Source: an optimization exercise on an open RTL-to-GDS flow (aim: small area and a short achievable clock period). Production flows keep margins and buffers that such runs may drop.
Only the layout flow was run in this run; the RTL was not checked for function there.

`design/flow/flow/run.sh`:
```
#!/bin/bash
# Standard ORFS layout, with port buffers of a plain buffer cell and timing
# repair aimed below the clock period (the SDC is unchanged).
set -euo pipefail
bash standard.sh SETUP_SLACK_MARGIN=5.3 "BUFFER_PORTS_ARGS=-buffer_cell sky130_fd_sc_hd__buf_2"  finish > flow_make.log 2>&1
```
`design/flow/standard.sh`:
```
#!/bin/bash
# synth_recipe.tcl (not shown) runs the flow's synth.tcl, then flattens the netlist and writes it again
# the make line also repeats each setting of config.mk as NAME=value (left out here)
make -C /OpenROAD-flow-scripts/flow DESIGN_CONFIG=/design/flow/config.mk WORK_HOME=/design/flow/orfs CLKGATE_MAP_FILE= SYNTH_SCRIPT=/design/flow/synth_recipe.tcl "${@:-finish}"
```
`design/flow/config.mk`:
```
export PLATFORM = sky130hd
export DESIGN_NAME = IIR
export DESIGN_NICKNAME = IIR
export VERILOG_FILES = /design/flow/design.v
export SDC_FILE = /design/flow/constraint.sdc
export NUM_CORES = 4
export LEC_CHECK = 0
export CAP_MARGIN = 20
export CORE_MARGIN = 2
export CORE_UTILIZATION = 40
export SLEW_MARGIN = 20
export SYNTH_HIERARCHICAL = 1
export SYNTH_MINIMUM_KEEP_SIZE = 0
export TNS_END_PERCENT = 0
```
`design/flow/constraint.sdc`:
```
create_clock -name core_clock -period 10.0 [get_ports {clk}]
set_input_delay 2.0000 -clock core_clock [delete_from_list [all_inputs] [get_ports {clk}]]
set_output_delay 2.0000 -clock core_clock [all_outputs]
set_load 0.01 [all_outputs]
```
`design/flow/design.v`:
```
`timescale 1 ns / 1 ns
module IIR
          (clk,
           reset,
           clk_enable,
           In1,
           ce_out,
           Out1);
  input   clk;
  input   reset;
  input   clk_enable;
  input   [15:0] In1;   
  output  ce_out;
  output  [15:0] Out1;   
  reg  [15:0] s;      
  reg  [16:0] t;      
  reg  [15:0] r;      
  reg         rnz;    
  reg  [15:0] vr;     
  reg         vn;     
  reg  [15:0] o;      
  wire [10:0] In1s = In1[15:5];
  wire [10:0] In1s_n = ~In1s;
  wire [15:0] s_n = ~s;
  wire [15:0] vr_n = ~vr;
  wire m_s1, m_c2;
  IIR_ha um_s1 (.a(s[13]), .b(s[11]), .s(m_s1), .co(m_c2));
  wire m_s3, m_c4;
  IIR_fa um_s3 (.a(s[14]), .b(s[12]), .c(s[7]), .s(m_s3), .co(m_c4));
  wire m_s5, m_c6;
  IIR_ha um_s5 (.a(t[1]), .b(s_n[9]), .s(m_s5), .co(m_c6));
  wire m_s7, m_c8;
  IIR_fa um_s7 (.a(s[13]), .b(s[8]), .c(s[0]), .s(m_s7), .co(m_c8));
  wire m_s9, m_c10;
  IIR_fa um_s9 (.a(t[2]), .b(s_n[15]), .c(s_n[10]), .s(m_s9), .co(m_c10));
  wire m_s11, m_c12;
  IIR_ha um_s11 (.a(s_n[6]), .b(s_n[2]), .s(m_s11), .co(m_c12));
  wire m_s13, m_c14;
  IIR_fa um_s13 (.a(s[14]), .b(s[9]), .c(s[1]), .s(m_s13), .co(m_c14));
  wire m_s15, m_c16;
  IIR_fa um_s15 (.a(t[3]), .b(s_n[11]), .c(s_n[7]), .s(m_s15), .co(m_c16));
  wire m_s17, m_c18;
  IIR_fa um_s17 (.a(s[10]), .b(s[2]), .c(t[4]), .s(m_s17), .co(m_c18));
  wire m_s19, m_c20;
  IIR_fa um_s19 (.a(s_n[15]), .b(s_n[12]), .c(s_n[8]), .s(m_s19), .co(m_c20));
  wire m_s21, m_c22;
  IIR_fa um_s21 (.a(s[11]), .b(s[3]), .c(t[5]), .s(m_s21), .co(m_c22));
  wire m_s23, m_c24;
  IIR_ha um_s23 (.a(s_n[13]), .b(s_n[9]), .s(m_s23), .co(m_c24));
  wire m_s25, m_c26;
  IIR_fa um_s25 (.a(s[12]), .b(s[4]), .c(t[6]), .s(m_s25), .co(m_c26));
  wire m_s27, m_c28;
  IIR_ha um_s27 (.a(s_n[14]), .b(s_n[10]), .s(m_s27), .co(m_c28));
  wire m_s29, m_c30;
  IIR_fa um_s29 (.a(s[15]), .b(s[13]), .c(s[5]), .s(m_s29), .co(m_c30));
  wire m_s31, m_c32;
  IIR_ha um_s31 (.a(s[14]), .b(s[6]), .s(m_s31), .co(m_c32));
  wire m_s33, m_c34;
  IIR_fa um_s33 (.a(s[9]), .b(s[7]), .c(s[2]), .s(m_s33), .co(m_c34));
  wire m_s35, m_c36;
  IIR_fa um_s35 (.a(s[10]), .b(s[8]), .c(s[3]), .s(m_s35), .co(m_c36));
  wire m_s37, m_c38;
  IIR_fa um_s37 (.a(s[11]), .b(s[9]), .c(s[4]), .s(m_s37), .co(m_c38));
  wire m_s39, m_c40;
  IIR_fa um_s39 (.a(s[12]), .b(s[10]), .c(s[5]), .s(m_s39), .co(m_c40));
  wire m_s41, m_c42;
  IIR_fa um_s41 (.a(s[6]), .b(s_n[8]), .c(s_n[4]), .s(m_s41), .co(m_c42));
  wire m_s43, m_c44;
  IIR_ha um_s43 (.a(s_n[0]), .b(m_s1), .s(m_s43), .co(m_c44));
  wire m_s45, m_c46;
  IIR_fa um_s45 (.a(s_n[5]), .b(s_n[1]), .c(m_c2), .s(m_s45), .co(m_c46));
  wire m_s47 = ~(m_s5 ^ m_s3);
  wire m_c48 = m_s5 | m_s3;
  wire m_s49, m_c50;
  IIR_fa um_s49 (.a(m_c6), .b(m_c4), .c(m_s11), .s(m_s49), .co(m_c50));
  wire m_s51 = ~(m_s7 ^ m_s9);
  wire m_c52 = m_s7 | m_s9;
  wire m_s53, m_c54;
  IIR_fa um_s53 (.a(~s_n[3]), .b(m_c12), .c(m_c8), .s(m_s53), .co(m_c54));
  wire m_s55, m_c56;
  IIR_fa um_s55 (.a(m_s13), .b(m_c10), .c(m_s15), .s(m_s55), .co(m_c56));
  wire m_s57, m_c58;
  IIR_fa um_s57 (.a(s_n[3]), .b(s_n[4]), .c(m_c14), .s(m_s57), .co(m_c58));
  wire m_s59, m_c60;
  IIR_fa um_s59 (.a(m_s17), .b(m_c16), .c(m_s19), .s(m_s59), .co(m_c60));
  wire m_s61, m_c62;
  IIR_fa um_s61 (.a(s_n[5]), .b(m_c18), .c(m_s23), .s(m_s61), .co(m_c62));
  wire m_s63 = ~(m_s21 ^ m_c20);
  wire m_c64 = m_s21 | m_c20;
  wire m_s65, m_c66;
  IIR_fa um_s65 (.a(s_n[6]), .b(m_c24), .c(m_c22), .s(m_s65), .co(m_c66));
  wire m_s67 = ~(m_s27 ^ m_s25);
  wire m_c68 = m_s27 | m_s25;
  wire m_s69, m_c70;
  IIR_fa um_s69 (.a(t[7]), .b(s_n[11]), .c(s_n[7]), .s(m_s69), .co(m_c70));
  wire m_s71, m_c72;
  IIR_fa um_s71 (.a(m_c28), .b(m_c26), .c(m_s29), .s(m_s71), .co(m_c72));
  wire m_s73, m_c74;
  IIR_fa um_s73 (.a(t[8]), .b(s_n[12]), .c(s_n[8]), .s(m_s73), .co(m_c74));
  wire m_s75 = ~(m_s31 ^ m_c30);
  wire m_c76 = m_s31 | m_c30;
  wire m_s77, m_c78;
  IIR_fa um_s77 (.a(s[7]), .b(t[9]), .c(s_n[15]), .s(m_s77), .co(m_c78));
  wire m_s79, m_c80;
  IIR_fa um_s79 (.a(s_n[13]), .b(s_n[9]), .c(m_c32), .s(m_s79), .co(m_c80));
  wire m_s81, m_c82;
  IIR_fa um_s81 (.a(s[8]), .b(t[10]), .c(s_n[14]), .s(m_s81), .co(m_c82));
  wire m_s83, m_c84;
  IIR_fa um_s83 (.a(s[15]), .b(s[9]), .c(t[11]), .s(m_s83), .co(m_c84));
  wire m_s85, m_c86;
  IIR_ha um_s85 (.a(s[10]), .b(t[12]), .s(m_s85), .co(m_c86));
  wire m_s87, m_c88;
  IIR_ha um_s87 (.a(s[11]), .b(t[13]), .s(m_s87), .co(m_c88));
  wire m_s89, m_c90;
  IIR_ha um_s89 (.a(s[12]), .b(t[14]), .s(m_s89), .co(m_c90));
  wire m_s91, m_c92;
  IIR_ha um_s91 (.a(s[7]), .b(s[5]), .s(m_s91), .co(m_c92));
  wire m_s93, m_c94;
  IIR_fa um_s93 (.a(s[8]), .b(s[6]), .c(s[1]), .s(m_s93), .co(m_c94));
  wire m_s95, m_c96;
  IIR_fa um_s95 (.a(s_n[4]), .b(s_n[0]), .c(m_s33), .s(m_s95), .co(m_c96));
  wire m_s97, m_c98;
  IIR_fa um_s97 (.a(s_n[5]), .b(s_n[1]), .c(m_c34), .s(m_s97), .co(m_c98));
  wire m_s99, m_c100;
  IIR_fa um_s99 (.a(s_n[6]), .b(s_n[2]), .c(m_c36), .s(m_s99), .co(m_c100));
  wire m_s101, m_c102;
  IIR_fa um_s101 (.a(s_n[7]), .b(s_n[3]), .c(m_c38), .s(m_s101), .co(m_c102));
  wire m_s103, m_c104;
  IIR_fa um_s103 (.a(m_c40), .b(m_s41), .c(m_s43), .s(m_s103), .co(m_c104));
  wire m_s105, m_c106;
  IIR_fa um_s105 (.a(m_c42), .b(m_c44), .c(m_s45), .s(m_s105), .co(m_c106));
  wire m_s107, m_c108;
  IIR_fa um_s107 (.a(m_c46), .b(m_c48), .c(m_s49), .s(m_s107), .co(m_c108));
  wire m_s109, m_c110;
  IIR_fa um_s109 (.a(m_c50), .b(m_c52), .c(m_s53), .s(m_s109), .co(m_c110));
  wire m_s111, m_c112;
  IIR_fa um_s111 (.a(m_c54), .b(m_s57), .c(m_c56), .s(m_s111), .co(m_c112));
  wire m_s113, m_c114;
  IIR_fa um_s113 (.a(m_c58), .b(m_s63), .c(m_s61), .s(m_s113), .co(m_c114));
  wire m_s115, m_c116;
  IIR_fa um_s115 (.a(m_s67), .b(m_c64), .c(m_c62), .s(m_s115), .co(m_c116));
  wire m_s117, m_c118;
  IIR_fa um_s117 (.a(m_s69), .b(m_c68), .c(m_c66), .s(m_s117), .co(m_c118));
  wire m_s119, m_c120;
  IIR_fa um_s119 (.a(m_c70), .b(m_s73), .c(m_s75), .s(m_s119), .co(m_c120));
  wire m_s121, m_c122;
  IIR_fa um_s121 (.a(m_c74), .b(m_s77), .c(m_c76), .s(m_s121), .co(m_c122));
  wire m_s123, m_c124;
  IIR_fa um_s123 (.a(~s_n[10]), .b(m_c78), .c(m_s81), .s(m_s123), .co(m_c124));
  wire m_s125, m_c126;
  IIR_fa um_s125 (.a(s_n[10]), .b(~s_n[11]), .c(m_s83), .s(m_s125), .co(m_c126));
  wire m_s127, m_c128;
  IIR_fa um_s127 (.a(s_n[11]), .b(s_n[12]), .c(m_s85), .s(m_s127), .co(m_c128));
  wire m_s129, m_c130;
  IIR_fa um_s129 (.a(s_n[13]), .b(m_c86), .c(m_s87), .s(m_s129), .co(m_c130));
  wire m_s131, m_c132;
  IIR_fa um_s131 (.a(s_n[14]), .b(m_c88), .c(m_s89), .s(m_s131), .co(m_c132));
  wire m_s133, m_c134;
  IIR_fa um_s133 (.a(s[15]), .b(s[13]), .c(t[15]), .s(m_s133), .co(m_c134));
  wire m_s135, m_c136;
  IIR_fa um_s135 (.a(s[14]), .b(t[16]), .c(tk), .s(m_s135), .co(m_c136));
  wire m_s137, m_c138;
  IIR_ha um_s137 (.a(s[2]), .b(s[0]), .s(m_s137), .co(m_c138));
  wire m_s139 = ~(s[3] ^ s[1]);
  wire m_c140 = s[3] | s[1];
  wire m_s141 = ~(s[4] ^ s[2]);
  wire m_c142 = s[4] | s[2];
  wire m_s143, m_c144;
  IIR_fa um_s143 (.a(s[5]), .b(s[3]), .c(s_n[0]), .s(m_s143), .co(m_c144));
  wire m_s145, m_c146;
  IIR_fa um_s145 (.a(s[6]), .b(s[4]), .c(s_n[1]), .s(m_s145), .co(m_c146));
  wire m_s147, m_c148;
  IIR_fa um_s147 (.a(s[0]), .b(s_n[2]), .c(m_s91), .s(m_s147), .co(m_c148));
  wire m_s149, m_c150;
  IIR_fa um_s149 (.a(s_n[3]), .b(m_c92), .c(m_s93), .s(m_s149), .co(m_c150));
  wire m_s151 = ~(m_c94 ^ m_s95);
  wire m_c152 = m_c94 | m_s95;
  wire m_s153, m_c154;
  IIR_fa um_s153 (.a(m_s35), .b(m_c96), .c(m_s97), .s(m_s153), .co(m_c154));
  wire m_s155, m_c156;
  IIR_fa um_s155 (.a(m_s37), .b(m_c98), .c(m_s99), .s(m_s155), .co(m_c156));
  wire m_s157, m_c158;
  IIR_fa um_s157 (.a(m_s39), .b(m_c100), .c(m_s101), .s(m_s157), .co(m_c158));
  wire m_s159 = ~(m_c102 ^ m_s103);
  wire m_c160 = m_c102 | m_s103;
  wire m_s161, m_c162;
  IIR_fa um_s161 (.a(m_s47), .b(m_c104), .c(m_s105), .s(m_s161), .co(m_c162));
  wire m_s163, m_c164;
  IIR_fa um_s163 (.a(m_s51), .b(m_c106), .c(m_s107), .s(m_s163), .co(m_c164));
  wire m_s165, m_c166;
  IIR_fa um_s165 (.a(m_s55), .b(m_c108), .c(m_s109), .s(m_s165), .co(m_c166));
  wire m_s167, m_c168;
  IIR_fa um_s167 (.a(m_s59), .b(m_c110), .c(m_s111), .s(m_s167), .co(m_c168));
  wire m_s169, m_c170;
  IIR_fa um_s169 (.a(m_c60), .b(m_s113), .c(m_c112), .s(m_s169), .co(m_c170));
  wire m_s171, m_c172;
  IIR_fa um_s171 (.a(m_s65), .b(m_s115), .c(m_c114), .s(m_s171), .co(m_c172));
  wire m_s173, m_c174;
  IIR_fa um_s173 (.a(m_s71), .b(m_c116), .c(m_s117), .s(m_s173), .co(m_c174));
  wire m_s175, m_c176;
  IIR_fa um_s175 (.a(m_c72), .b(m_s119), .c(m_c118), .s(m_s175), .co(m_c176));
  wire m_s177, m_c178;
  IIR_fa um_s177 (.a(m_s79), .b(m_s121), .c(m_c120), .s(m_s177), .co(m_c178));
  wire m_s179, m_c180;
  IIR_fa um_s179 (.a(m_c80), .b(m_s123), .c(m_c122), .s(m_s179), .co(m_c180));
  wire m_s181, m_c182;
  IIR_fa um_s181 (.a(m_c82), .b(m_s125), .c(m_c124), .s(m_s181), .co(m_c182));
  wire m_s183, m_c184;
  IIR_fa um_s183 (.a(m_c84), .b(m_s127), .c(m_c126), .s(m_s183), .co(m_c184));
  wire m_s185 = ~(m_c128 ^ m_s129);
  wire m_c186 = m_c128 | m_s129;
  wire m_s187 = ~(m_c130 ^ m_s131);
  wire m_c188 = m_c130 | m_s131;
  wire m_s189, m_c190;
  IIR_fa um_s189 (.a(m_c90), .b(m_s133), .c(m_c132), .s(m_s189), .co(m_c190));
  wire m_s191 = ~(m_c134 ^ m_s135);
  wire m_c192 = m_c134 | m_s135;
  wire m_s193, m_c194;
  IIR_ha um_s193 (.a(m_c160), .b(m_s161), .s(m_s193), .co(m_c194));
  wire m_s195, m_c196;
  IIR_fa um_s195 (.a(m_c162), .b(m_s163), .c(In1s[1]), .s(m_s195), .co(m_c196));
  wire m_s197, m_c198;
  IIR_fa um_s197 (.a(m_c164), .b(m_s165), .c(In1s[2]), .s(m_s197), .co(m_c198));
  wire m_s199, m_c200;
  IIR_fa um_s199 (.a(m_c166), .b(m_s167), .c(In1s[3]), .s(m_s199), .co(m_c200));
  wire m_s201, m_c202;
  IIR_fa um_s201 (.a(m_c168), .b(m_s169), .c(In1s[4]), .s(m_s201), .co(m_c202));
  wire m_s203, m_c204;
  IIR_fa um_s203 (.a(m_s171), .b(m_c170), .c(In1s[5]), .s(m_s203), .co(m_c204));
  wire m_s205, m_c206;
  IIR_fa um_s205 (.a(m_c172), .b(m_s173), .c(In1s[6]), .s(m_s205), .co(m_c206));
  wire m_s207, m_c208;
  IIR_fa um_s207 (.a(m_c174), .b(m_s175), .c(In1s[7]), .s(m_s207), .co(m_c208));
  wire m_s209, m_c210;
  IIR_fa um_s209 (.a(m_s177), .b(m_c176), .c(In1s[8]), .s(m_s209), .co(m_c210));
  wire m_s211, m_c212;
  IIR_fa um_s211 (.a(m_s179), .b(m_c178), .c(In1s[9]), .s(m_s211), .co(m_c212));
  wire m_s213, m_c214;
  IIR_fa um_s213 (.a(m_s181), .b(m_c180), .c(In1s_n[10]), .s(m_s213), .co(m_c214));
  wire m_s215, m_c216;
  IIR_ha um_s215 (.a(m_s183), .b(m_c182), .s(m_s215), .co(m_c216));
  wire m_s217, m_c218;
  IIR_ha um_s217 (.a(m_s185), .b(m_c184), .s(m_s217), .co(m_c218));
  wire m_s219, m_c220;
  IIR_ha um_s219 (.a(m_c186), .b(m_s187), .s(m_s219), .co(m_c220));
  wire m_s221, m_c222;
  IIR_ha um_s221 (.a(m_c188), .b(m_s189), .s(m_s221), .co(m_c222));
  wire m_s223, m_c224;
  IIR_ha um_s223 (.a(m_c190), .b(m_s191), .s(m_s223), .co(m_c224));
  wire m_g225 = s[0] & 1'b1;
  wire m_p226 = s[0] | 1'b1;
  wire m_g227 = s[1] & 1'b1;
  wire m_p228 = s[1] | 1'b1;
  wire m_g229 = m_s137 & 1'b1;
  wire m_p230 = m_s137 | 1'b1;
  wire m_g231 = m_c138 & m_s139;
  wire m_p232 = m_c138 | m_s139;
  wire m_g233 = m_c140 & m_s141;
  wire m_p234 = m_c140 | m_s141;
  wire m_g235 = m_c142 & m_s143;
  wire m_p236 = m_c142 | m_s143;
  wire m_g237 = m_c144 & m_s145;
  wire m_p238 = m_c144 | m_s145;
  wire m_g239 = m_c146 & m_s147;
  wire m_p240 = m_c146 | m_s147;
  wire m_g241 = m_c148 & m_s149;
  wire m_p242 = m_c148 | m_s149;
  wire m_g243 = m_c150 & m_s151;
  wire m_p244 = m_c150 | m_s151;
  wire m_g245 = m_c152 & m_s153;
  wire m_p246 = m_c152 | m_s153;
  wire m_g247 = m_c154 & m_s155;
  wire m_p248 = m_c154 | m_s155;
  wire m_g249 = m_c156 & m_s157;
  wire m_p250 = m_c156 | m_s157;
  wire m_g251 = m_c158 & m_s159;
  wire m_p252 = m_c158 | m_s159;
  wire m_g253 = m_s193 & In1s[0];
  wire m_p254 = m_s193 ^ In1s[0];
  wire m_g255 = m_c194 & m_s195;
  wire m_p256 = m_c194 ^ m_s195;
  wire m_g257 = m_c196 & m_s197;
  wire m_p258 = m_c196 ^ m_s197;
  wire m_g259 = m_c198 & m_s199;
  wire m_p260 = m_c198 ^ m_s199;
  wire m_g261 = m_c200 & m_s201;
  wire m_p262 = m_c200 ^ m_s201;
  wire m_g263 = m_c202 & m_s203;
  wire m_p264 = m_c202 ^ m_s203;
  wire m_g265 = m_c204 & m_s205;
  wire m_p266 = m_c204 ^ m_s205;
  wire m_g267 = m_c206 & m_s207;
  wire m_p268 = m_c206 ^ m_s207;
  wire m_g269 = m_c208 & m_s209;
  wire m_p270 = m_c208 ^ m_s209;
  wire m_g271 = m_c210 & m_s211;
  wire m_p272 = m_c210 ^ m_s211;
  wire m_g273 = m_c212 & m_s213;
  wire m_p274 = m_c212 ^ m_s213;
  wire m_g275 = m_c214 & m_s215;
  wire m_p276 = m_c214 ^ m_s215;
  wire m_g277 = m_c216 & m_s217;
  wire m_p278 = m_c216 ^ m_s217;
  wire m_g279 = m_c218 & m_s219;
  wire m_p280 = m_c218 ^ m_s219;
  wire m_g281 = m_c220 & m_s221;
  wire m_p282 = m_c220 ^ m_s221;
  wire m_g283 = m_c222 & m_s223;
  wire m_p284 = m_c222 ^ m_s223;
  wire [29:0] m_A285 = {m_c222, m_c220, m_c218, m_c216, m_c214, m_c212, m_c210, m_c208, m_c206, m_c204, m_c202, m_c200, m_c198, m_c196, m_c194, m_s193, m_c158, m_c156, m_c154, m_c152, m_c150, m_c148, m_c146, m_c144, m_c142, m_c140, m_c138, m_s137, s[1], s[0]};
  wire [29:0] m_B286 = {m_s223, m_s221, m_s219, m_s217, m_s215, m_s213, m_s211, m_s209, m_s207, m_s205, m_s203, m_s201, m_s199, m_s197, m_s195, In1s[0], m_s159, m_s157, m_s155, m_s153, m_s151, m_s149, m_s147, m_s145, m_s143, m_s141, m_s139, 1'b1, 1'b1, 1'b1};
  wire [29:0] m_S287 = m_A285 + m_B286;
  wire n_s288 = ~(s[2] ^ s_n[4]);
  wire n_c289 = s[2] | s_n[4];
  wire n_s290, n_c291;
  IIR_fa un_s290 (.a(s[3]), .b(s_n[5]), .c(s_n[1]), .s(n_s290), .co(n_c291));
  wire n_s292 = ~(s[4] ^ s_n[6]);
  wire n_c293 = s[4] | s_n[6];
  wire n_s294, n_c295;
  IIR_fa un_s294 (.a(s_n[2]), .b(s_n[0]), .c(n_s292), .s(n_s294), .co(n_c295));
  wire n_s296, n_c297;
  IIR_fa un_s296 (.a(s[5]), .b(s_n[7]), .c(s_n[3]), .s(n_s296), .co(n_c297));
  wire n_s298, n_c299;
  IIR_fa un_s298 (.a(s_n[1]), .b(n_c293), .c(n_s296), .s(n_s298), .co(n_c299));
  wire n_s300, n_c301;
  IIR_fa un_s300 (.a(s[6]), .b(s_n[8]), .c(s_n[4]), .s(n_s300), .co(n_c301));
  wire n_s302, n_c303;
  IIR_fa un_s302 (.a(s_n[2]), .b(n_c297), .c(n_s300), .s(n_s302), .co(n_c303));
  wire n_s304, n_c305;
  IIR_fa un_s304 (.a(s[7]), .b(s[0]), .c(s_n[9]), .s(n_s304), .co(n_c305));
  wire n_s306, n_c307;
  IIR_fa un_s306 (.a(s_n[5]), .b(s_n[3]), .c(n_c301), .s(n_s306), .co(n_c307));
  wire n_s308, n_c309;
  IIR_fa un_s308 (.a(n_s304), .b(n_c303), .c(n_s306), .s(n_s308), .co(n_c309));
  wire n_s310, n_c311;
  IIR_fa un_s310 (.a(s[8]), .b(s[1]), .c(s_n[10]), .s(n_s310), .co(n_c311));
  wire n_s312, n_c313;
  IIR_fa un_s312 (.a(s_n[6]), .b(s_n[4]), .c(n_c305), .s(n_s312), .co(n_c313));
  wire n_s314, n_c315;
  IIR_fa un_s314 (.a(n_s310), .b(n_c307), .c(n_s312), .s(n_s314), .co(n_c315));
  wire n_s316, n_c317;
  IIR_fa un_s316 (.a(s[9]), .b(s[2]), .c(s_n[11]), .s(n_s316), .co(n_c317));
  wire n_s318, n_c319;
  IIR_fa un_s318 (.a(s_n[7]), .b(s_n[5]), .c(n_c311), .s(n_s318), .co(n_c319));
  wire n_s320, n_c321;
  IIR_fa un_s320 (.a(n_s316), .b(n_c313), .c(n_s318), .s(n_s320), .co(n_c321));
  wire n_s322 = ~(s[10] ^ s[3]);
  wire n_c323 = s[10] | s[3];
  wire n_s324, n_c325;
  IIR_fa un_s324 (.a(s_n[12]), .b(s_n[8]), .c(s_n[6]), .s(n_s324), .co(n_c325));
  wire n_s326, n_c327;
  IIR_fa un_s326 (.a(n_s322), .b(n_c317), .c(n_s324), .s(n_s326), .co(n_c327));
  wire n_s328, n_c329;
  IIR_ha un_s328 (.a(n_c319), .b(n_s326), .s(n_s328), .co(n_c329));
  wire n_s330 = ~(s[11] ^ s[4]);
  wire n_c331 = s[11] | s[4];
  wire n_s332, n_c333;
  IIR_fa un_s332 (.a(s_n[13]), .b(s_n[9]), .c(s_n[7]), .s(n_s332), .co(n_c333));
  wire n_s334, n_c335;
  IIR_fa un_s334 (.a(s_n[0]), .b(n_c323), .c(n_s330), .s(n_s334), .co(n_c335));
  wire n_s336, n_c337;
  IIR_fa un_s336 (.a(n_c325), .b(n_s332), .c(n_s334), .s(n_s336), .co(n_c337));
  wire n_s338, n_c339;
  IIR_fa un_s338 (.a(n_c327), .b(n_s336), .c(n_c329), .s(n_s338), .co(n_c339));
  wire n_s340, n_c341;
  IIR_fa un_s340 (.a(s[12]), .b(s[5]), .c(s_n[14]), .s(n_s340), .co(n_c341));
  wire n_s342, n_c343;
  IIR_fa un_s342 (.a(s_n[10]), .b(s_n[8]), .c(s_n[1]), .s(n_s342), .co(n_c343));
  wire n_s344, n_c345;
  IIR_fa un_s344 (.a(n_c331), .b(n_c333), .c(n_s340), .s(n_s344), .co(n_c345));
  wire n_s346, n_c347;
  IIR_fa un_s346 (.a(n_s342), .b(n_c335), .c(n_s344), .s(n_s346), .co(n_c347));
  wire n_s348, n_c349;
  IIR_ha un_s348 (.a(n_c337), .b(n_s346), .s(n_s348), .co(n_c349));
  wire n_s350 = ~(s[15] ^ s[13]);
  wire n_c351 = s[15] | s[13];
  wire n_s352, n_c353;
  IIR_fa un_s352 (.a(s[6]), .b(s_n[11]), .c(s_n[9]), .s(n_s352), .co(n_c353));
  wire n_s354, n_c355;
  IIR_fa un_s354 (.a(s_n[2]), .b(n_s350), .c(n_c341), .s(n_s354), .co(n_c355));
  wire n_s356, n_c357;
  IIR_fa un_s356 (.a(n_c343), .b(n_s352), .c(n_c345), .s(n_s356), .co(n_c357));
  wire n_s358, n_c359;
  IIR_fa un_s358 (.a(n_s354), .b(n_s356), .c(n_c347), .s(n_s358), .co(n_c359));
  wire n_s360 = ~(s[14] ^ s[7]);
  wire n_c361 = s[14] | s[7];
  wire n_s362, n_c363;
  IIR_fa un_s362 (.a(s_n[12]), .b(s_n[10]), .c(s_n[3]), .s(n_s362), .co(n_c363));
  wire n_s364, n_c365;
  IIR_fa un_s364 (.a(n_c351), .b(n_s360), .c(n_c353), .s(n_s364), .co(n_c365));
  wire n_s366, n_c367;
  IIR_fa un_s366 (.a(n_s362), .b(n_c355), .c(n_s364), .s(n_s366), .co(n_c367));
  wire n_s368, n_c369;
  IIR_ha un_s368 (.a(n_c357), .b(n_s366), .s(n_s368), .co(n_c369));
  wire n_s370, n_c371;
  IIR_fa un_s370 (.a(s[8]), .b(s_n[15]), .c(s_n[13]), .s(n_s370), .co(n_c371));
  wire n_s372, n_c373;
  IIR_fa un_s372 (.a(s_n[11]), .b(s_n[4]), .c(n_c361), .s(n_s372), .co(n_c373));
  wire n_s374, n_c375;
  IIR_fa un_s374 (.a(n_c363), .b(n_s370), .c(n_s372), .s(n_s374), .co(n_c375));
  wire n_s376, n_c377;
  IIR_fa un_s376 (.a(n_c365), .b(n_s374), .c(n_c367), .s(n_s376), .co(n_c377));
  wire n_s378 = ~(s[9] ^ s_n[14]);
  wire n_c379 = s[9] | s_n[14];
  wire n_s380, n_c381;
  IIR_fa un_s380 (.a(s_n[12]), .b(s_n[5]), .c(n_s378), .s(n_s380), .co(n_c381));
  wire n_s382, n_c383;
  IIR_fa un_s382 (.a(n_c371), .b(n_c373), .c(n_s380), .s(n_s382), .co(n_c383));
  wire n_s384, n_c385;
  IIR_ha un_s384 (.a(n_c375), .b(n_s382), .s(n_s384), .co(n_c385));
  wire n_s386, n_c387;
  IIR_fa un_s386 (.a(s[15]), .b(s[10]), .c(s_n[13]), .s(n_s386), .co(n_c387));
  wire n_s388, n_c389;
  IIR_fa un_s388 (.a(s_n[6]), .b(n_c379), .c(n_s386), .s(n_s388), .co(n_c389));
  wire n_s390, n_c391;
  IIR_fa un_s390 (.a(n_c381), .b(n_s388), .c(n_c383), .s(n_s390), .co(n_c391));
  wire n_s392 = ~(s[11] ^ s_n[14]);
  wire n_c393 = s[11] | s_n[14];
  wire n_s394, n_c395;
  IIR_fa un_s394 (.a(s_n[7]), .b(n_s392), .c(n_c387), .s(n_s394), .co(n_c395));
  wire n_s396, n_c397;
  IIR_ha un_s396 (.a(n_c389), .b(n_s394), .s(n_s396), .co(n_c397));
  wire n_s398, n_c399;
  IIR_fa un_s398 (.a(s[15]), .b(s[12]), .c(s_n[8]), .s(n_s398), .co(n_c399));
  wire n_s400, n_c401;
  IIR_fa un_s400 (.a(n_c393), .b(n_s398), .c(n_c395), .s(n_s400), .co(n_c401));
  wire n_s402 = ~(s[13] ^ s_n[9]);
  wire n_c403 = s[13] | s_n[9];
  wire n_s404, n_c405;
  IIR_ha un_s404 (.a(n_s402), .b(n_c399), .s(n_s404), .co(n_c405));
  wire n_s406 = ~(s[14] ^ s_n[10]);
  wire n_c407 = s[14] | s_n[10];
  wire n_s408, n_c409;
  IIR_ha un_s408 (.a(n_c403), .b(n_s406), .s(n_s408), .co(n_c409));
  wire n_s410, n_c411;
  IIR_fa un_s410 (.a(s_n[15]), .b(s_n[11]), .c(n_c407), .s(n_s410), .co(n_c411));
  wire n_s412 = ~(s_n[13] ^ s_n[12]);
  wire n_c413 = s_n[13] | s_n[12];
  wire n_g414 = s_n[2] & s[0];
  wire n_p415 = s_n[2] | s[0];
  wire n_g416 = s_n[3] & s[1];
  wire n_p417 = s_n[3] | s[1];
  wire n_g418 = s_n[0] & n_s288;
  wire n_p419 = s_n[0] | n_s288;
  wire n_g420 = n_c289 & n_s290;
  wire n_p421 = n_c289 | n_s290;
  wire n_g422 = n_c291 & n_s294;
  wire n_p423 = n_c291 | n_s294;
  wire n_g424 = n_c295 & n_s298;
  wire n_p425 = n_c295 | n_s298;
  wire n_g426 = n_c299 & n_s302;
  wire n_p427 = n_c299 | n_s302;
  wire n_g428 = n_c309 & n_s314;
  wire n_p429 = n_c309 | n_s314;
  wire n_g430 = n_c315 & n_s320;
  wire n_p431 = n_c315 | n_s320;
  wire n_g432 = n_c321 & n_s328;
  wire n_p433 = n_c321 ^ n_s328;
  wire n_g434 = n_c339 & n_s348;
  wire n_p435 = n_c339 ^ n_s348;
  wire n_g436 = n_c349 & n_s358;
  wire n_p437 = n_c349 ^ n_s358;
  wire n_g438 = n_c359 & n_s368;
  wire n_p439 = n_c359 ^ n_s368;
  wire n_g440 = n_c369 & n_s376;
  wire n_p441 = n_c369 ^ n_s376;
  wire n_g442 = n_c377 & n_s384;
  wire n_p443 = n_c377 ^ n_s384;
  wire n_g444 = n_c385 & n_s390;
  wire n_p445 = n_c385 ^ n_s390;
  wire n_g446 = n_c391 & n_s396;
  wire n_p447 = n_c391 ^ n_s396;
  wire n_g448 = n_c397 & n_s400;
  wire n_p449 = n_c397 ^ n_s400;
  wire n_g450 = n_c401 & n_s404;
  wire n_p451 = n_c401 ^ n_s404;
  wire n_g452 = n_c405 & n_s408;
  wire n_p453 = n_c405 ^ n_s408;
  wire n_g454 = n_c409 & n_s410;
  wire n_p455 = n_c409 ^ n_s410;
  wire n_g456 = n_c411 & ~s_n[12];
  wire n_p457 = n_c411 ^ ~s_n[12];
  wire n_g458 = n_c413 & ~s_n[14];
  wire n_p459 = n_c413 ^ ~s_n[14];
  wire n_g460 = s[15] & s_n[14];
  wire n_p461 = s[15] ^ s_n[14];
  wire [31:0] n_A462 = {s[15], n_c413, n_s412, n_c411, n_c409, n_c405, n_c401, n_c397, n_c391, n_c385, n_c377, n_c369, n_c359, n_c349, n_c339, n_s338, n_c321, n_c315, n_c309, n_s308, n_c299, n_c295, n_c291, n_c289, s_n[0], s_n[3], s_n[2], s_n[1], s_n[0], 1'b1, 1'b1, 1'b1};
  wire [31:0] n_B463 = {s_n[14], ~s_n[14], 1'b0, ~s_n[12], n_s410, n_s408, n_s404, n_s400, n_s396, n_s390, n_s384, n_s376, n_s368, n_s358, n_s348, 1'b0, n_s328, n_s320, n_s314, 1'b0, n_s302, n_s298, n_s294, n_s290, n_s288, s[1], s[0], 1'b0, 1'b0, 1'b0, 1'b0, 1'b0};
  wire [31:0] n_S464 = n_A462 + n_B463;
  wire q_s465, q_c466;
  IIR_ha uq_s465 (.a(s[3]), .b(s[2]), .s(q_s465), .co(q_c466));
  wire q_s467, q_c468;
  IIR_ha uq_s467 (.a(s[4]), .b(s_n[2]), .s(q_s467), .co(q_c468));
  wire q_s469, q_c470;
  IIR_ha uq_s469 (.a(s[5]), .b(s_n[3]), .s(q_s469), .co(q_c470));
  wire q_s471, q_c472;
  IIR_fa uq_s471 (.a(s[6]), .b(s[0]), .c(s_n[4]), .s(q_s471), .co(q_c472));
  wire q_s473, q_c474;
  IIR_fa uq_s473 (.a(s[7]), .b(s[1]), .c(s_n[5]), .s(q_s473), .co(q_c474));
  wire q_s475 = ~(s[8] ^ s[2]);
  wire q_c476 = s[8] | s[2];
  wire q_s477, q_c478;
  IIR_fa uq_s477 (.a(s_n[6]), .b(s_n[0]), .c(q_s475), .s(q_s477), .co(q_c478));
  wire q_s479, q_c480;
  IIR_fa uq_s479 (.a(s[9]), .b(s[3]), .c(s_n[7]), .s(q_s479), .co(q_c480));
  wire q_s481, q_c482;
  IIR_fa uq_s481 (.a(s_n[1]), .b(q_c476), .c(q_s479), .s(q_s481), .co(q_c482));
  wire q_s483 = ~(s[10] ^ s[4]);
  wire q_c484 = s[10] | s[4];
  wire q_s485, q_c486;
  IIR_fa uq_s485 (.a(s_n[8]), .b(s_n[2]), .c(s_n[0]), .s(q_s485), .co(q_c486));
  wire q_s487, q_c488;
  IIR_fa uq_s487 (.a(q_s483), .b(q_c480), .c(q_s485), .s(q_s487), .co(q_c488));
  wire q_s489, q_c490;
  IIR_fa uq_s489 (.a(s[11]), .b(s[5]), .c(s_n[9]), .s(q_s489), .co(q_c490));
  wire q_s491, q_c492;
  IIR_fa uq_s491 (.a(s_n[3]), .b(s_n[1]), .c(q_c484), .s(q_s491), .co(q_c492));
  wire q_s493, q_c494;
  IIR_fa uq_s493 (.a(q_c486), .b(q_s489), .c(q_s491), .s(q_s493), .co(q_c494));
  wire q_s495, q_c496;
  IIR_fa uq_s495 (.a(s[12]), .b(s[6]), .c(s_n[10]), .s(q_s495), .co(q_c496));
  wire q_s497, q_c498;
  IIR_fa uq_s497 (.a(s_n[4]), .b(s_n[2]), .c(q_c490), .s(q_s497), .co(q_c498));
  wire q_s499, q_c500;
  IIR_fa uq_s499 (.a(q_s495), .b(q_c492), .c(q_s497), .s(q_s499), .co(q_c500));
  wire q_s501, q_c502;
  IIR_fa uq_s501 (.a(s[13]), .b(s[7]), .c(s[0]), .s(q_s501), .co(q_c502));
  wire q_s503, q_c504;
  IIR_fa uq_s503 (.a(s_n[11]), .b(s_n[5]), .c(s_n[3]), .s(q_s503), .co(q_c504));
  wire q_s505, q_c506;
  IIR_fa uq_s505 (.a(q_s501), .b(q_c496), .c(q_s503), .s(q_s505), .co(q_c506));
  wire q_s507, q_c508;
  IIR_ha uq_s507 (.a(q_c498), .b(q_s505), .s(q_s507), .co(q_c508));
  wire q_s509, q_c510;
  IIR_fa uq_s509 (.a(s[14]), .b(s[8]), .c(s[1]), .s(q_s509), .co(q_c510));
  wire q_s511, q_c512;
  IIR_fa uq_s511 (.a(s_n[12]), .b(s_n[6]), .c(s_n[4]), .s(q_s511), .co(q_c512));
  wire q_s513, q_c514;
  IIR_fa uq_s513 (.a(q_c502), .b(q_s509), .c(q_c504), .s(q_s513), .co(q_c514));
  wire q_s515, q_c516;
  IIR_fa uq_s515 (.a(q_s511), .b(q_c506), .c(q_s513), .s(q_s515), .co(q_c516));
  wire q_s517 = ~(s[9] ^ s[2]);
  wire q_c518 = s[9] | s[2];
  wire q_s519, q_c520;
  IIR_fa uq_s519 (.a(s_n[15]), .b(s_n[13]), .c(s_n[7]), .s(q_s519), .co(q_c520));
  wire q_s521, q_c522;
  IIR_fa uq_s521 (.a(s_n[5]), .b(q_s517), .c(q_c510), .s(q_s521), .co(q_c522));
  wire q_s523, q_c524;
  IIR_fa uq_s523 (.a(q_c512), .b(q_s519), .c(q_s521), .s(q_s523), .co(q_c524));
  wire q_s525, q_c526;
  IIR_fa uq_s525 (.a(q_c514), .b(q_s523), .c(q_c516), .s(q_s525), .co(q_c526));
  wire q_s527 = ~(s[10] ^ s[3]);
  wire q_c528 = s[10] | s[3];
  wire q_s529, q_c530;
  IIR_fa uq_s529 (.a(s_n[14]), .b(s_n[8]), .c(s_n[6]), .s(q_s529), .co(q_c530));
  wire q_s531, q_c532;
  IIR_fa uq_s531 (.a(q_c518), .b(q_s527), .c(q_c520), .s(q_s531), .co(q_c532));
  wire q_s533, q_c534;
  IIR_fa uq_s533 (.a(q_s529), .b(q_c522), .c(q_s531), .s(q_s533), .co(q_c534));
  wire q_s535, q_c536;
  IIR_ha uq_s535 (.a(q_c524), .b(q_s533), .s(q_s535), .co(q_c536));
  wire q_s537, q_c538;
  IIR_fa uq_s537 (.a(s[15]), .b(s[11]), .c(s[4]), .s(q_s537), .co(q_c538));
  wire q_s539, q_c540;
  IIR_fa uq_s539 (.a(s_n[9]), .b(s_n[7]), .c(q_c528), .s(q_s539), .co(q_c540));
  wire q_s541, q_c542;
  IIR_fa uq_s541 (.a(q_s537), .b(q_c530), .c(q_s539), .s(q_s541), .co(q_c542));
  wire q_s543, q_c544;
  IIR_fa uq_s543 (.a(q_c532), .b(q_s541), .c(q_c534), .s(q_s543), .co(q_c544));
  wire q_s545 = ~(s[12] ^ s[5]);
  wire q_c546 = s[12] | s[5];
  wire q_s547, q_c548;
  IIR_fa uq_s547 (.a(s_n[10]), .b(s_n[8]), .c(q_s545), .s(q_s547), .co(q_c548));
  wire q_s549, q_c550;
  IIR_fa uq_s549 (.a(q_c538), .b(q_c540), .c(q_s547), .s(q_s549), .co(q_c550));
  wire q_s551, q_c552;
  IIR_ha uq_s551 (.a(q_c542), .b(q_s549), .s(q_s551), .co(q_c552));
  wire q_s553 = ~(s[13] ^ s[6]);
  wire q_c554 = s[13] | s[6];
  wire q_s555, q_c556;
  IIR_fa uq_s555 (.a(s_n[11]), .b(s_n[9]), .c(q_c546), .s(q_s555), .co(q_c556));
  wire q_s557, q_c558;
  IIR_fa uq_s557 (.a(q_s553), .b(q_c548), .c(q_s555), .s(q_s557), .co(q_c558));
  wire q_s559, q_c560;
  IIR_ha uq_s559 (.a(q_s557), .b(q_c550), .s(q_s559), .co(q_c560));
  wire q_s561 = ~(s[14] ^ s[7]);
  wire q_c562 = s[14] | s[7];
  wire q_s563, q_c564;
  IIR_fa uq_s563 (.a(s_n[12]), .b(s_n[10]), .c(q_c554), .s(q_s563), .co(q_c564));
  wire q_s565, q_c566;
  IIR_fa uq_s565 (.a(q_s561), .b(q_c556), .c(q_s563), .s(q_s565), .co(q_c566));
  wire q_s567, q_c568;
  IIR_ha uq_s567 (.a(q_c558), .b(q_s565), .s(q_s567), .co(q_c568));
  wire q_s569, q_c570;
  IIR_fa uq_s569 (.a(s[8]), .b(s_n[15]), .c(s_n[13]), .s(q_s569), .co(q_c570));
  wire q_s571, q_c572;
  IIR_fa uq_s571 (.a(s_n[11]), .b(q_c562), .c(q_s569), .s(q_s571), .co(q_c572));
  wire q_s573, q_c574;
  IIR_fa uq_s573 (.a(q_c564), .b(q_s571), .c(q_c566), .s(q_s573), .co(q_c574));
  wire q_s575 = ~(s[9] ^ s_n[14]);
  wire q_c576 = s[9] | s_n[14];
  wire q_s577, q_c578;
  IIR_fa uq_s577 (.a(s_n[12]), .b(q_s575), .c(q_c570), .s(q_s577), .co(q_c578));
  wire q_s579, q_c580;
  IIR_ha uq_s579 (.a(q_c572), .b(q_s577), .s(q_s579), .co(q_c580));
  wire q_s581, q_c582;
  IIR_fa uq_s581 (.a(s[15]), .b(s[10]), .c(s_n[13]), .s(q_s581), .co(q_c582));
  wire q_s583, q_c584;
  IIR_fa uq_s583 (.a(q_c576), .b(q_s581), .c(q_c578), .s(q_s583), .co(q_c584));
  wire q_s585 = ~(s[11] ^ s_n[14]);
  wire q_c586 = s[11] | s_n[14];
  wire q_s587, q_c588;
  IIR_ha uq_s587 (.a(q_s585), .b(q_c582), .s(q_s587), .co(q_c588));
  wire q_s589, q_c590;
  IIR_fa uq_s589 (.a(s[15]), .b(s[12]), .c(q_c586), .s(q_s589), .co(q_c590));
  wire q_s591 = ~(s[14] ^ s[13]);
  wire q_c592 = s[14] | s[13];
  wire q_g593 = s_n[0] & ~s[2];
  wire q_p594 = s_n[0] | ~s[2];
  wire q_g595 = s_n[1] & q_s465;
  wire q_p596 = s_n[1] | q_s465;
  wire q_g597 = q_c466 & q_s467;
  wire q_p598 = q_c466 | q_s467;
  wire q_g599 = q_c468 & q_s469;
  wire q_p600 = q_c468 | q_s469;
  wire q_g601 = q_c470 & q_s471;
  wire q_p602 = q_c470 | q_s471;
  wire q_g603 = q_c472 & q_s473;
  wire q_p604 = q_c472 | q_s473;
  wire q_g605 = q_c474 & q_s477;
  wire q_p606 = q_c474 | q_s477;
  wire q_g607 = q_c478 & q_s481;
  wire q_p608 = q_c478 | q_s481;
  wire q_g609 = q_c482 & q_s487;
  wire q_p610 = q_c482 | q_s487;
  wire q_g611 = q_c488 & q_s493;
  wire q_p612 = q_c488 | q_s493;
  wire q_g613 = q_c494 & q_s499;
  wire q_p614 = q_c494 ^ q_s499;
  wire q_g615 = q_c500 & q_s507;
  wire q_p616 = q_c500 ^ q_s507;
  wire q_g617 = q_c508 & q_s515;
  wire q_p618 = q_c508 ^ q_s515;
  wire q_g619 = q_c526 & q_s535;
  wire q_p620 = q_c526 ^ q_s535;
  wire q_g621 = q_c536 & q_s543;
  wire q_p622 = q_c536 ^ q_s543;
  wire q_g623 = q_c544 & q_s551;
  wire q_p624 = q_c544 ^ q_s551;
  wire q_g625 = q_c552 & q_s559;
  wire q_p626 = q_c552 ^ q_s559;
  wire q_g627 = q_c560 & q_s567;
  wire q_p628 = q_c560 ^ q_s567;
  wire q_g629 = q_c568 & q_s573;
  wire q_p630 = q_c568 ^ q_s573;
  wire q_g631 = q_c574 & q_s579;
  wire q_p632 = q_c574 ^ q_s579;
  wire q_g633 = q_c580 & q_s583;
  wire q_p634 = q_c580 ^ q_s583;
  wire q_g635 = q_c584 & q_s587;
  wire q_p636 = q_c584 ^ q_s587;
  wire q_g637 = q_c588 & q_s589;
  wire q_p638 = q_c588 ^ q_s589;
  wire q_g639 = q_c590 & ~s[13];
  wire q_p640 = q_c590 ^ ~s[13];
  wire [29:0] q_A641 = {q_s591, q_c590, q_c588, q_c584, q_c580, q_c574, q_c568, q_c560, q_c552, q_c544, q_c536, q_c526, q_s525, q_c508, q_c500, q_c494, q_c488, q_c482, q_c478, q_c474, q_c472, q_c470, q_c468, q_c466, s_n[1], s_n[0], s[1], s[0], 1'b0, 1'b0};
  wire [29:0] q_B642 = {1'b0, ~s[13], q_s589, q_s587, q_s583, q_s579, q_s573, q_s567, q_s559, q_s551, q_s543, q_s535, 1'b0, q_s515, q_s507, q_s499, q_s493, q_s487, q_s481, q_s477, q_s473, q_s471, q_s469, q_s467, q_s465, ~s[2], 1'b0, 1'b0, 1'b0, 1'b0};
  wire [29:0] q_S643 = q_A641 + q_B642;
  wire x_s644, x_c645;
  IIR_fa ux_s644 (.a(~vn), .b(vr_n[0]), .c(q_c494), .s(x_s644), .co(x_c645));
  wire x_s646, x_c647;
  IIR_fa ux_s646 (.a(vr_n[1]), .b(q_s507), .c(q_c500), .s(x_s646), .co(x_c647));
  wire x_s648, x_c649;
  IIR_fa ux_s648 (.a(vr_n[2]), .b(q_c508), .c(q_s515), .s(x_s648), .co(x_c649));
  wire x_s650, x_c651;
  IIR_fa ux_s650 (.a(vr_n[3]), .b(x_c649), .c(q_s525), .s(x_s650), .co(x_c651));
  wire x_s652, x_c653;
  IIR_fa ux_s652 (.a(vr_n[4]), .b(q_s535), .c(q_c526), .s(x_s652), .co(x_c653));
  wire x_s654, x_c655;
  IIR_fa ux_s654 (.a(vr_n[5]), .b(q_c536), .c(q_s543), .s(x_s654), .co(x_c655));
  wire x_s656, x_c657;
  IIR_fa ux_s656 (.a(vr_n[6]), .b(q_s551), .c(q_c544), .s(x_s656), .co(x_c657));
  wire x_s658, x_c659;
  IIR_fa ux_s658 (.a(vr_n[7]), .b(q_c552), .c(q_s559), .s(x_s658), .co(x_c659));
  wire x_s660, x_c661;
  IIR_fa ux_s660 (.a(vr_n[8]), .b(q_c560), .c(q_s567), .s(x_s660), .co(x_c661));
  wire x_s662, x_c663;
  IIR_fa ux_s662 (.a(vr_n[9]), .b(q_c568), .c(q_s573), .s(x_s662), .co(x_c663));
  wire x_s664, x_c665;
  IIR_fa ux_s664 (.a(vr_n[10]), .b(q_s579), .c(q_c574), .s(x_s664), .co(x_c665));
  wire x_s666, x_c667;
  IIR_fa ux_s666 (.a(vr_n[11]), .b(q_c580), .c(q_s583), .s(x_s666), .co(x_c667));
  wire x_s668, x_c669;
  IIR_fa ux_s668 (.a(vr_n[12]), .b(q_s587), .c(q_c584), .s(x_s668), .co(x_c669));
  wire x_s670, x_c671;
  IIR_fa ux_s670 (.a(vr_n[13]), .b(q_c588), .c(q_s589), .s(x_s670), .co(x_c671));
  wire x_s672, x_c673;
  IIR_fa ux_s672 (.a(s_n[13]), .b(vr_n[14]), .c(q_c590), .s(x_s672), .co(x_c673));
  wire x_s674 = ~(vr[15] ^ q_s591);
  wire x_c675 = vr[15] | q_s591;
  wire x_s676 = ~(s[15] ^ s_n[15]);
  wire x_c677 = s[15] | s_n[15];
  wire x_s678, x_c679;
  IIR_ha ux_s678 (.a(q_c592), .b(x_s676), .s(x_s678), .co(x_c679));
  wire x_g680 = s_n[0] & s_n[2];
  wire x_p681 = s_n[0] | s_n[2];
  wire x_g682 = s_n[1] & q_s465;
  wire x_p683 = s_n[1] | q_s465;
  wire x_g684 = q_c466 & q_s467;
  wire x_p685 = q_c466 | q_s467;
  wire x_g686 = q_c468 & q_s469;
  wire x_p687 = q_c468 | q_s469;
  wire x_g688 = q_c470 & q_s471;
  wire x_p689 = q_c470 | q_s471;
  wire x_g690 = q_c472 & q_s473;
  wire x_p691 = q_c472 | q_s473;
  wire x_g692 = q_c474 & q_s477;
  wire x_p693 = q_c474 | q_s477;
  wire x_g694 = q_c478 & q_s481;
  wire x_p695 = q_c478 | q_s481;
  wire x_g696 = q_c482 & q_s487;
  wire x_p697 = q_c482 | q_s487;
  wire x_g698 = q_c488 & q_s493;
  wire x_p699 = q_c488 | q_s493;
  wire x_g700 = q_s499 & x_s644;
  wire x_p701 = q_s499 | x_s644;
  wire x_g702 = x_c645 & x_s646;
  wire x_p703 = x_c645 ^ x_s646;
  wire x_g704 = x_c647 & x_s648;
  wire x_p705 = x_c647 ^ x_s648;
  wire x_g706 = x_c651 & x_s652;
  wire x_p707 = x_c651 ^ x_s652;
  wire x_g708 = x_c653 & x_s654;
  wire x_p709 = x_c653 ^ x_s654;
  wire x_g710 = x_c655 & x_s656;
  wire x_p711 = x_c655 ^ x_s656;
  wire x_g712 = x_c657 & x_s658;
  wire x_p713 = x_c657 ^ x_s658;
  wire x_g714 = x_c659 & x_s660;
  wire x_p715 = x_c659 ^ x_s660;
  wire x_g716 = x_c661 & x_s662;
  wire x_p717 = x_c661 ^ x_s662;
  wire x_g718 = x_c663 & x_s664;
  wire x_p719 = x_c663 ^ x_s664;
  wire x_g720 = x_c665 & x_s666;
  wire x_p721 = x_c665 ^ x_s666;
  wire x_g722 = x_c667 & x_s668;
  wire x_p723 = x_c667 ^ x_s668;
  wire x_g724 = x_c669 & x_s670;
  wire x_p725 = x_c669 ^ x_s670;
  wire x_g726 = x_c671 & x_s672;
  wire x_p727 = x_c671 ^ x_s672;
  wire x_g728 = x_c673 & x_s674;
  wire x_p729 = x_c673 ^ x_s674;
  wire x_g730 = x_c675 & x_s678;
  wire x_p731 = x_c675 ^ x_s678;
  wire [30:0] x_A732 = {x_c675, x_c673, x_c671, x_c669, x_c667, x_c665, x_c663, x_c661, x_c659, x_c657, x_c655, x_c653, x_c651, x_s650, x_c647, x_c645, q_s499, q_c488, q_c482, q_c478, q_c474, q_c472, q_c470, q_c468, q_c466, s_n[1], s_n[0], s[1], s[0], 1'b0, 1'b0};
  wire [30:0] x_B733 = {x_s678, x_s674, x_s672, x_s670, x_s668, x_s666, x_s664, x_s662, x_s660, x_s658, x_s656, x_s654, x_s652, 1'b0, x_s648, x_s646, x_s644, q_s493, q_s487, q_s481, q_s477, q_s473, q_s471, q_s469, q_s467, q_s465, s_n[2], 1'b0, 1'b0, 1'b0, 1'b0};
  wire [30:0] x_S734 = x_A732 + x_B733;
  wire [15:0] s_next = {m_S287[29], m_S287[28], m_S287[27], m_S287[26], m_S287[25], m_S287[24], m_S287[23], m_S287[22], m_S287[21], m_S287[20], m_S287[19], m_S287[18], m_S287[17], m_S287[16], m_S287[15], m_S287[14]};
  wire [16:0] t_next = {n_S464[31], n_S464[30], n_S464[29], n_S464[28], n_S464[27], n_S464[26], n_S464[25], n_S464[24], n_S464[23], n_S464[22], n_S464[21], n_S464[20], n_S464[19], n_S464[18], n_S464[17], n_S464[16], n_S464[15]};
  wire        tk = t[16] ^ (t[15] & (|t[14:0]));
  wire [15:0] w = {q_S643[29], q_S643[28], q_S643[27], q_S643[26], q_S643[25], q_S643[24], q_S643[23], q_S643[22], q_S643[21], q_S643[20], q_S643[19], q_S643[18], q_S643[17], q_S643[16], q_S643[15], q_S643[14]};
  wire [15:0] o_next = {x_S734[30] ^ q_S643[29], x_S734[29], x_S734[28], x_S734[27], x_S734[26], x_S734[25], x_S734[24], x_S734[23], x_S734[22], x_S734[21], x_S734[20], x_S734[19], x_S734[18], x_S734[17], x_S734[16], x_S734[15]};
  always @(posedge clk or posedge reset)
    begin
      if (reset == 1'b1) begin
        s   <= 16'h0000;
        t   <= 17'h00000;
        r   <= 16'h0000;
        rnz <= 1'b0;
        vr  <= 16'h0000;
        vn  <= 1'b0;
        o   <= 16'h0000;
      end
      else if (clk_enable) begin
        s   <= s_next;
        t   <= t_next;
        r   <= w;
        rnz <= |s[11:0];
        vr  <= r;
        vn  <= rnz;
        o   <= o_next;
      end
    end
  assign Out1 = o;
  assign ce_out = clk_enable;
endmodule   
module IIR_fa(input a, input b, input c, output s, output co);
  assign s = a ^ b ^ c;
  assign co = (a & b) | (a & c) | (b & c);
endmodule
module IIR_ha(input a, input b, output s, output co);
  assign s = a ^ b;
  assign co = a & b;
endmodule
```
==> notes.md <==
## Yosys stat by module, one instance, submodules excluded
module / cell area, µm² / cells inside / flops+latches
IIR: 6950 / 774 / 83
IIR_fa: 20.0 / 1 / 0
IIR_ha: 12.5 / 1 / 0
## layer usage
metal,wire length [µm],vias up
li1,-,3653
met1,11600,4046
met2,13500,149
met3,1120,22
met4,412,0
met5,0,-
## per-stage QoR
stage               std cells  instance area, µm²  hold WS [ns]  setup WS [ns]
global placement         1391               11900         0.462           4.38
CTS                      1498               13000         0.488           5.11
floorplan                 996               11300         0.446           5.19
detailed placement       1391               11900         0.471           4.33
finish                   1509               13200         0.487           5.08
global route             1509               13200         0.503           4.91
## state kept, by name, indices dropped and copies added, names as in the netlist
register	count
vn	1
rnz	1
vr	16
o	16
t	17
s	16
r	16
## logic make-up after synthesis
group	count (synthesis)	share of synthesized area (%)
buffers and inverters	137	4.66
other	1	0.0337
xor gates and xnor gates	59	4.65
and+or+nand+nor	149	6.48
muxes	42	4.18
adders and majority gates	337	50.5
DFF	83	18.7
AOI/OAI and AO/OA	188	10.9
## timing repair
| item | in CTS | in global routing |
|---|---|---|
| pin swaps | 27 | 22 |
| endpoints found under the setup margin | 50 | 41 |
| buffers inserted | 91 | 11 |
| gates resized for setup | 41 | 16 |
## worst max-delay path by stage
stage                           start                 to  cells after the start
global placement     s[6]$_DFFE_PP0P_  s[12]$_DFFE_PP0P_                     16
CTS                 s[12]$_DFFE_PP0P_  s[15]$_DFFE_PP0P_                     15
finish               s[7]$_DFFE_PP0P_  o[15]$_DFFE_PP0P_                     15
floorplan           s[10]$_DFFE_PP0P_  o[13]$_DFFE_PP0P_                     15
detailed placement   s[5]$_DFFE_PP0P_  o[13]$_DFFE_PP0P_                     14
global route        s[12]$_DFFE_PP0P_  o[15]$_DFFE_PP0P_                     18
## cells in the final DEF (no fill, tap or decap), drive strengths merged, types with 11 or more instances in the layout
| master | instances |
|---|---|
| nand3 | 12 |
| clkinvlp | 17 |
| fa | 186 |
| xor2 | 31 |
| xnor2 | 28 |
| nand2 | 55 |
| ha | 151 |
| a21o | 23 |
| buf | 134 |
| nor3 | 11 |
| o21ai | 50 |
| dfrtp | 83 |
| clkbuf | 11 |
| nor2 | 24 |
| a21oi | 55 |
| mux2 | 36 |
| inv | 107 |
## worst register-to-register path: stages, from the launching register on
cell       delay, ns
dfrtp_4         0.52
buf_12          0.14
buf_4           0.14
fa_1            0.48
fa_1            0.45
fa_1            0.53
fa_1            0.42
fa_1            0.40
ha_1            0.36
nand4_1         0.12
a221o_2         0.40
nor2_2          0.20
a2111oi_4       0.05
xnor2_1         0.21
xnor2_1         0.09
mux2_2          0.27
## area by class of cell
| cell class | count | area [µm²] | area share (%) |
|---|---|---|---|
| inverters | 122 | 519 | 3.93 |
| multi-input cells | 776 | 8790 | 66.5 |
| clock inverters | 5 | 60.1 | 0.455 |
| clock buffers | 11 | 233 | 1.76 |
| repair buffers | 134 | 1010 | 7.63 |
| well taps | 378 | 473 | 3.58 |
| flip-flops and latches | 83 | 2130 | 16.1 |
==> results.py <==
metrics = {
    "run_status": {
        "status": "timing/DRC/antenna clean",
    },
    "timing": {
        "worst_slew_pin_slew_ns": 0.979,
        "drv_slew": 0,
        "rsz0062_at_grt": "true",
        "fmax_mhz": 203,
        "fin_crit_sh_pct": 49.2,
        "setup_tns_ns": 0,
        "setup_viol": 0,
        "final-hold-violation-count": 0,
        "relSlewSlack_pct": 34.7,
        "fin_worst_skew_ns": 0.00947,
        "period_minus_slack_ns": 4.92,
    },
    "cts": {
        "cts_buffer_depth": 2,
        "path_clk_slew_ns": 0.07,
        "numCtsBuffers": 9,
        "clkLatencyLatePin_ns": 0.36,
        "cts-root-buf": "clkbuf_16",
        "hold_buffers": 0,
        "cts_sinks": 83,
        "cts_tree": "yes",
        "h-tree-depth": 3,
    },
    "hold_path": {
        "hold_depth": 2,
        "hold_path_end": "vr[11]$_DFFE_PP0P_",
        "hold_class": "reg2reg",
        "hold_start": "r[11]$_DFFE_PP0P_",
    },
    "grt": {
        "grtUsageMet1_pct": 26.2,
        "grt_pass1_vias": 8529,
        "grtUsageMet2_pct": 34.0,
        "grt_max_degree": 73,
        "grt_most_used_layer": "met2",
        "grtUsageMet3_pct": 2.43,
        "antenna_found_initial": 0,
        "grt_pass1_wl_um": 44000,
        "grt_overflow_total": 0,
        "track_usage_pct": 19.8,
    },
    "final_layout": {
        "area_delta_synth_final_pct": 18.7,
        "n_antenna_cell": 0,
        "fin_util_pct": 47.9,
        "layout-drive-gt1-share_pct": 23.9,
        "fill_cells": 2535,
        "fin_nets": 1482,
    },
    "setup_path": {
        "crit_fanout": 4,
        "crit_chain": "buf_12 -> buf_4 -> fa_1 -> fa_1 -> fa_1 -> fa_1 -> fa_1 -> ha_1 -> nand4_1 -> a221o_2 -> nor2_2 -> a2111oi_4 -> xnor2_1 -> xnor2_1 -> mux2_2",
        "start_kind": "flip-flop",
        "r2r_cells": 15,
        "r2r_end": "o[15]$_DFFE_PP0P_",
        "crit_type": "reg2reg",
        "arrival_ns": 5.17,
        "max_stage_delay_ns": 0.53,
        "crit_required_ns": 10.25,
        "critPathBufInv": 2,
        "critPathMostFrequentCell": "fa_1",
        "critPathTopFamily": "adder cells",
        "slowest_stage": "fa_1",
        "reg2reg_slack_ns": 5.08,
        "r2r_start": "s[7]$_DFFE_PP0P_",
        "cp-end-kind": "flip-flop",
    },
    "drt": {
        "vias": 7870,
        "viasPerCell": 5.22,
        "wl_um": 26700,
        "postRouteAntennaNets": 0,
        "drt-initial-drc-count": 483,
        "drt-wirelength-per-cell_um": 17.7,
        "route.detailed.drc": 0,
        "drt-pass1-iter-count": 5,
    },
    "floorplan": {
        "dieArea_um2": 29200,
        "start_util_pct": 40.4,
        "io_pins": 36,
        "core.rowCount": 61,
        "coreArea_um2": 27600,
        "die_w_um": 171,
        "die_h_um": 171,
    },
    "placement": {
        "io_buffers": 30,
        "place.gp.congestion": 0.819,
        "detailed_place_hpwl_um": 18300,
    },
    "logic_synthesis": {
        "ys_seq_elements": 83,
        "yosys.area.top_type_share_pct": 33.5,
        "synth_area_per_cell_um2": 11.2,
        "synth_cells": 996,
        "ys.flop_type": "dfrtp_1",
        "yosysMostFrequentCell": "fa_1",
        "ys_top_cells_by_count": "186 x fa_1, 151 x ha_1, 122 x inv_1, 83 x dfrtp_1, 55 x nand2_1",
        "async_flop_share_pct": 100,
        "yosys.area.top_type": "fa_1",
        "syn_nets": 1352,
        "yosysSeqAreaShare_pct": 18.7,
        "synth_edf_count": 0,
        "synth.distinct_cells": 61,
        "yosys_warnings": 7,
        "synth_area_um2": 11100,
        "synth.area.top_cells": "fa_1 33%, dfrtp_1 19%, ha_1 17%, inv_1 4.1%, mux2_2 3.6%",
    },
    "job": {
        "maxCapViolCount": 0,
    },
}

==> what the ideal ports hide <==
The flow's constraints put no driver on any port. The routed layout listed below was extracted and timed again, unchanged, in two steps.
Step 1 assumes that a clkbuf_16 drives the clock port and a buf_2 every other input.
Step 2, shift: input delay + t, output delay - t, t = (earliest + latest rising clock arrival at the registers) / 2. This alone moves slack from input paths to output paths.
a / b / c = ideal / step 1 / step 2; a / b = the first two.
t (ns): 0.404
setup slack, ns: 5.083 / 5.083 / 5.083
hold slack, ns: 0.487 / 0.487 / 0.487
worst setup path at the end: register to register
worst data-port slew with drivers (ns): 0.03
After both steps this run still meets setup and hold. For this run, drivers alone change the setup slack by 0.000 ns; drivers and shift together by 0.000 ns.
